Source: an optimization exercise on an open RTL-to-GDS flow (aim: small area). Production flows keep margins and buffers that such runs may drop. Function was checked by simulation only, so behaviour that the tests miss may differ from the original. The clock port is modelled as an ideal driver; clocking choices that lean on that would not hold on a real chip. Power and IR drop assume default switching activity.

Setup of run A:
Design cpu, start of the top module:
module cpu(input         clk, reset,
           input  [15:0] dataout, instruction,
           output        MemRd, MemWr,
           output [15:0] datain, instrAddr, dataAddr);
Size: about 1,400 cells after synthesis, roughly 230 flip-flops, ~84 I/O pins.
==> flow/config.mk <==
export PLATFORM = sky130hd
export DESIGN_NAME = cpu
export DESIGN_NICKNAME = cpu
export VERILOG_FILES = /design/flow/design.v
export SDC_FILE = /design/flow/constraint.sdc
export NUM_CORES = 4
export LEC_CHECK = 0
export ABC_AREA = 1
export CAP_MARGIN = 20
export CORE_MARGIN = 2
export CORE_UTILIZATION = 40
export GPL_TIMING_DRIVEN = 0
export SLEW_MARGIN = 20
==> flow/constraint.sdc <==
create_clock -name core_clock -period 20.0 [get_ports {clk}]
set_input_delay 4.0000 -clock core_clock [delete_from_list [all_inputs] [get_ports {clk}]]
set_output_delay 4.0000 -clock core_clock [all_outputs]
set_load 0.01 [all_outputs]
standard.sh (not shown) runs the stock make flow with config.mk's settings and CLKGATE_MAP_FILE= SYNTH_SCRIPT=/design/flow/synth_recipe.tcl, a recipe that flattens the netlist after the stock synthesis.
==> flow/flow/run.sh <==
#!/bin/bash
# The standard layout with 1x port buffers, one inverter for the
# falling-edge clock and a clock tree of small buffers without dummy loads.
# Each step's output goes to a log of its own in this folder.
set -euo pipefail
here=$(cd "$(dirname "${BASH_SOURCE[0]}")" && pwd)
export BUFFER_PORTS_ARGS="-buffer_cell sky130_fd_sc_hd__buf_1"
export CTS_ARGS="-sink_clustering_enable -repair_clock_nets -dont_use_dummy_load -buf_list sky130_fd_sc_hd__clkbuf_8 -sink_clustering_size 16 -sink_clustering_max_diameter 60"
export PRE_CTS_TCL="$here/pre_cts.tcl"
export POST_CTS_TCL="$here/post_cts.tcl"
export PRE_GLOBAL_PLACE_TCL="$here/pre_place.tcl"
bash standard.sh synth > synth.log 2>&1
bash standard.sh floorplan > floorplan.log 2>&1
bash standard.sh place > place.log 2>&1
bash standard.sh cts > cts.log 2>&1
bash standard.sh finish > finish.log 2>&1
==> flow/flow/post_cts.tcl <==
set resized 0
foreach inst [[ord::get_db_block] getInsts] {
  set master [[$inst getMaster] getName]
  if {![regexp {^sky130_fd_sc_hd__clkbuf_(\d+)$} $master -> size]} { continue }
  set net [[$inst findITerm X] getNet]
  if {$net == "NULL"} { continue }
  set loads [expr {[llength [$net getITerms]] - 1}]
  set want $size
  if {$loads > 16} {
    set want 16
  } elseif {[string match "delaybuf_*" [$inst getName]] && $loads == 1} {
    set want 2
  } elseif {$loads <= 6 && $size > 4} {
    set want 4
  } elseif {0} {
    set want 2
  }
  if {$want != $size} {
    replace_cell [$inst getName] sky130_fd_sc_hd__clkbuf_$want
    incr resized
  }
}
puts "post_cts: resized $resized clock buffers"
if {$resized > 0} {
  detailed_placement
  check_placement -verbose
}
==> flow/flow/pre_cts.tcl <==
# Keep the one inverter that makes the falling-edge clock instead of cloning it
# next to every flip-flop; clock_tree_synthesis buffers the net it drives.
proc repair_clock_inverters {args} {
  puts "repair_clock_inverters skipped"
}
==> flow/flow/pre_place.tcl <==
# Global placement runs without its timing-driven repair; remove the buffers synthesis
# left, as the timing-driven mode would, and leave fixes to the later repair steps.
remove_buffers
The flow did not stop early for run A: all stages ran, and the layout cleared the timing, DRC and antenna checks.
For run B, these inputs were changed with respect to run A:
# run A
export LEC_CHECK = 0
export ABC_AREA = 1
export CAP_MARGIN = 20
export CORE_MARGIN = 2
export CORE_UTILIZATION = 40
export GPL_TIMING_DRIVEN = 0
export SLEW_MARGIN = 20
create_clock -name core_clock -period 20.0 [get_ports {clk}]
# run B
export LEC_CHECK = 0
export ABC_AREA = 1
export CAP_MARGIN = 0
export CORE_MARGIN = 2
export CORE_UTILIZATION = 40
export GPL_TIMING_DRIVEN = 0
export SLEW_MARGIN = 0
create_clock -name core_clock -period 20.0 [get_ports {clk}]
diff --git a/flow/flow/run.sh b/flow/flow/run.sh
--- a/flow/flow/run.sh
+++ b/flow/flow/run.sh
@@ -11,2 +11,6 @@
 export PRE_GLOBAL_PLACE_TCL="$here/pre_place.tcl"
+# the Liberty file restructure maps to: the platform's, less its don't-use cells
+dont_use=$(sed -n '/^export DONT_USE_CELLS/,/^$/p' "$FLOW_HOME/platforms/sky130hd/config.mk" | grep -oE 'sky130_fd_sc_hd__[A-Za-z0-9_]+' | tr '\n' ' ')
+python3 "$here/filter_lib.py" "$FLOW_HOME/platforms/sky130hd/lib/sky130_fd_sc_hd__tt_025C_1v80.lib" "$PWD/restructure.lib" $dont_use > filter_lib.log 2>&1
+export RESTRUCTURE_LIB="$PWD/restructure.lib"
 bash standard.sh synth > synth.log 2>&1
==> flow/flow/filter_lib.py (new file) <==
#!/usr/bin/env python3
"""Copy a Liberty file without the cells named on the command line (the platform's
don't-use cells), so that a mapping that reads it cannot pick them."""
import re
import sys

src, dst, drop = sys.argv[1], sys.argv[2], set(sys.argv[3:])
text = open(src).read()
out = []
pos = 0
for m in re.finditer(r'\n(\s*)cell\s*\(\s*"?([\w$]+)"?\s*\)\s*\{', text):
    if m.start() < pos:
        continue
    if m.group(2) not in drop:
        continue
    # find the brace that closes this cell group
    depth, i = 0, m.end() - 1
    while True:
        c = text[i]
        if c == '{':
            depth += 1
        elif c == '}':
            depth -= 1
            if depth == 0:
                break
        i += 1
    out.append(text[pos:m.start()])
    pos = i + 1
out.append(text[pos:])
open(dst, 'w').write(''.join(out))
diff --git a/flow/flow/post_cts.tcl b/flow/flow/post_cts.tcl
--- a/flow/flow/post_cts.tcl
+++ b/flow/flow/post_cts.tcl
@@ -27 +27,6 @@
 }
+
+# Synthesis leaves cells sized for speed on paths with slack to spare; size them down.
+repair_timing -recover_power 100 -verbose
+detailed_placement
+check_placement -verbose
==> flow/flow/pre_place.tcl <==
# Before global placement: map the combinational logic again for area with OpenROAD's
# restructure (ABC), to the platform's cells less its don't-use ones, leaving every register as synthesis made it, then remove the buffers
# synthesis left, as timing-driven placement would; later repair steps fix timing.
set_dont_use $::env(DONT_USE_CELLS)
restructure -target area -liberty_file $::env(RESTRUCTURE_LIB) \
  -tielo_port sky130_fd_sc_hd__conb_1/LO -tiehi_port sky130_fd_sc_hd__conb_1/HI \
  -work_dir $::env(OBJECTS_DIR) -abc_logfile $::env(LOG_DIR)/restructure_abc.log
remove_buffers
Findings:
- Worst path buffer plus inverter count was lower in run A than in run B.
- Between run A and run B, the difference in clock network area share is negligible.
- Comparing run A and run B, the lower total global-route track usage is on run B.
- Delta (run B minus run A): number of stages on the worst setup path shrank by 8.6%, share of power burned in combinational logic shrank by 2.6 points, total cell area at the placement stage shrank by about 7%, net count of the finished layout shrank by 366.
- Wire length came out lower on run B than on run A.
The inputs of run C differ from those of run B as listed below.
# run B
export LEC_CHECK = 0
export ABC_AREA = 1
export CAP_MARGIN = 0
export CORE_MARGIN = 2
export CORE_UTILIZATION = 40
export GPL_TIMING_DRIVEN = 0
export SLEW_MARGIN = 0
create_clock -name core_clock -period 20.0 [get_ports {clk}]
# run C
export LEC_CHECK = 0
export ABC_AREA = 1
export CAP_MARGIN = 20
export CORE_MARGIN = 2
export CORE_UTILIZATION = 40
export GPL_TIMING_DRIVEN = 0
export SLEW_MARGIN = 20
create_clock -name core_clock -period 20.0 [get_ports {clk}]
diff --git a/flow/flow/run.sh b/flow/flow/run.sh
--- a/flow/flow/run.sh
+++ b/flow/flow/run.sh
@@ -11,6 +11,2 @@
 export PRE_GLOBAL_PLACE_TCL="$here/pre_place.tcl"
-# the Liberty file restructure maps to: the platform's, less its don't-use cells
-dont_use=$(sed -n '/^export DONT_USE_CELLS/,/^$/p' "$FLOW_HOME/platforms/sky130hd/config.mk" | grep -oE 'sky130_fd_sc_hd__[A-Za-z0-9_]+' | tr '\n' ' ')
-python3 "$here/filter_lib.py" "$FLOW_HOME/platforms/sky130hd/lib/sky130_fd_sc_hd__tt_025C_1v80.lib" "$PWD/restructure.lib" $dont_use > filter_lib.log 2>&1
-export RESTRUCTURE_LIB="$PWD/restructure.lib"
 bash standard.sh synth > synth.log 2>&1
diff --git a/flow/flow/post_cts.tcl b/flow/flow/post_cts.tcl
--- a/flow/flow/post_cts.tcl
+++ b/flow/flow/post_cts.tcl
@@ -12,6 +12,2 @@
     set want 2
-  } elseif {$loads <= 6 && $size > 4} {
-    set want 4
-  } elseif {0} {
-    set want 2
   }
@@ -27,6 +23 @@
 }
-
-# Synthesis leaves cells sized for speed on paths with slack to spare; size them down.
-repair_timing -recover_power 100 -verbose
-detailed_placement
-check_placement -verbose
==> flow/flow/pre_place.tcl <==
# Global placement runs without its timing-driven repair; remove the buffers synthesis
# left, as the timing-driven mode would, and leave fixes to the later repair steps.
remove_buffers
removed: flow/flow/filter_lib.py
Results
Worst hold slack ended up 0.0032 ns lower on run C than on run B.
Highest-delay cell along the critical path = sky130_fd_sc_hd__or4_1: run B; highest-delay cell along the critical path = sky130_fd_sc_hd__nand2_2: run C
Global-route usage, run B and run C: larger value in run C
Of run B and run C, run B shows the lower routed wire length, with run C above it.
The area growth from synthesis to final layout in run C was higher than what run B gave.
Comparing detailed-routed wire length on met3 for run B and run C, the smaller number came from run C.
What run C reported for design area has to be multiplied by 0.933 to get the figure for run B.
For the non-clock buffer count, run C came in 20% lower than run B did.
What run D does differently from run C at the input level:
# run C
export LEC_CHECK = 0
export ABC_AREA = 1
export CAP_MARGIN = 20
export CORE_MARGIN = 2
export CORE_UTILIZATION = 40
export GPL_TIMING_DRIVEN = 0
export SLEW_MARGIN = 20
create_clock -name core_clock -period 20.0 [get_ports {clk}]
# run D
export LEC_CHECK = 0
export ABC_AREA = 1
export CAP_MARGIN = 20
export CORE_MARGIN = 2
export CORE_UTILIZATION = 55
export GPL_TIMING_DRIVEN = 0
export SLEW_MARGIN = 20
create_clock -name core_clock -period 20.0 [get_ports {clk}]
==> flow/flow/post_cts.tcl <==
set upsized 0
foreach inst [[ord::get_db_block] getInsts] {
  if {[[$inst getMaster] getName] != "sky130_fd_sc_hd__clkbuf_8"} { continue }
  set net [[$inst findITerm X] getNet]
  if {$net == "NULL"} { continue }
  if {[llength [$net getITerms]] - 1 > 16} {
    replace_cell [$inst getName] sky130_fd_sc_hd__clkbuf_16
    incr upsized
  }
}
puts "post_cts: upsized $upsized clock buffers"
if {$upsized > 0} {
  detailed_placement
  check_placement -verbose
}
Results
| die area | higher: run C |. Number of non-filler instances in the completed layout: run D < run C. Relative to run C, fraction of met3 tracks used by global routing has gone up in run D. Tightest hold margin up 0.0099 ns in run D wrt run C. Delta (run D minus run C): fraction of power consumed by the clock network now sits higher, actual slew at the worst max-slew pin now sits higher, cell area now sits lower.
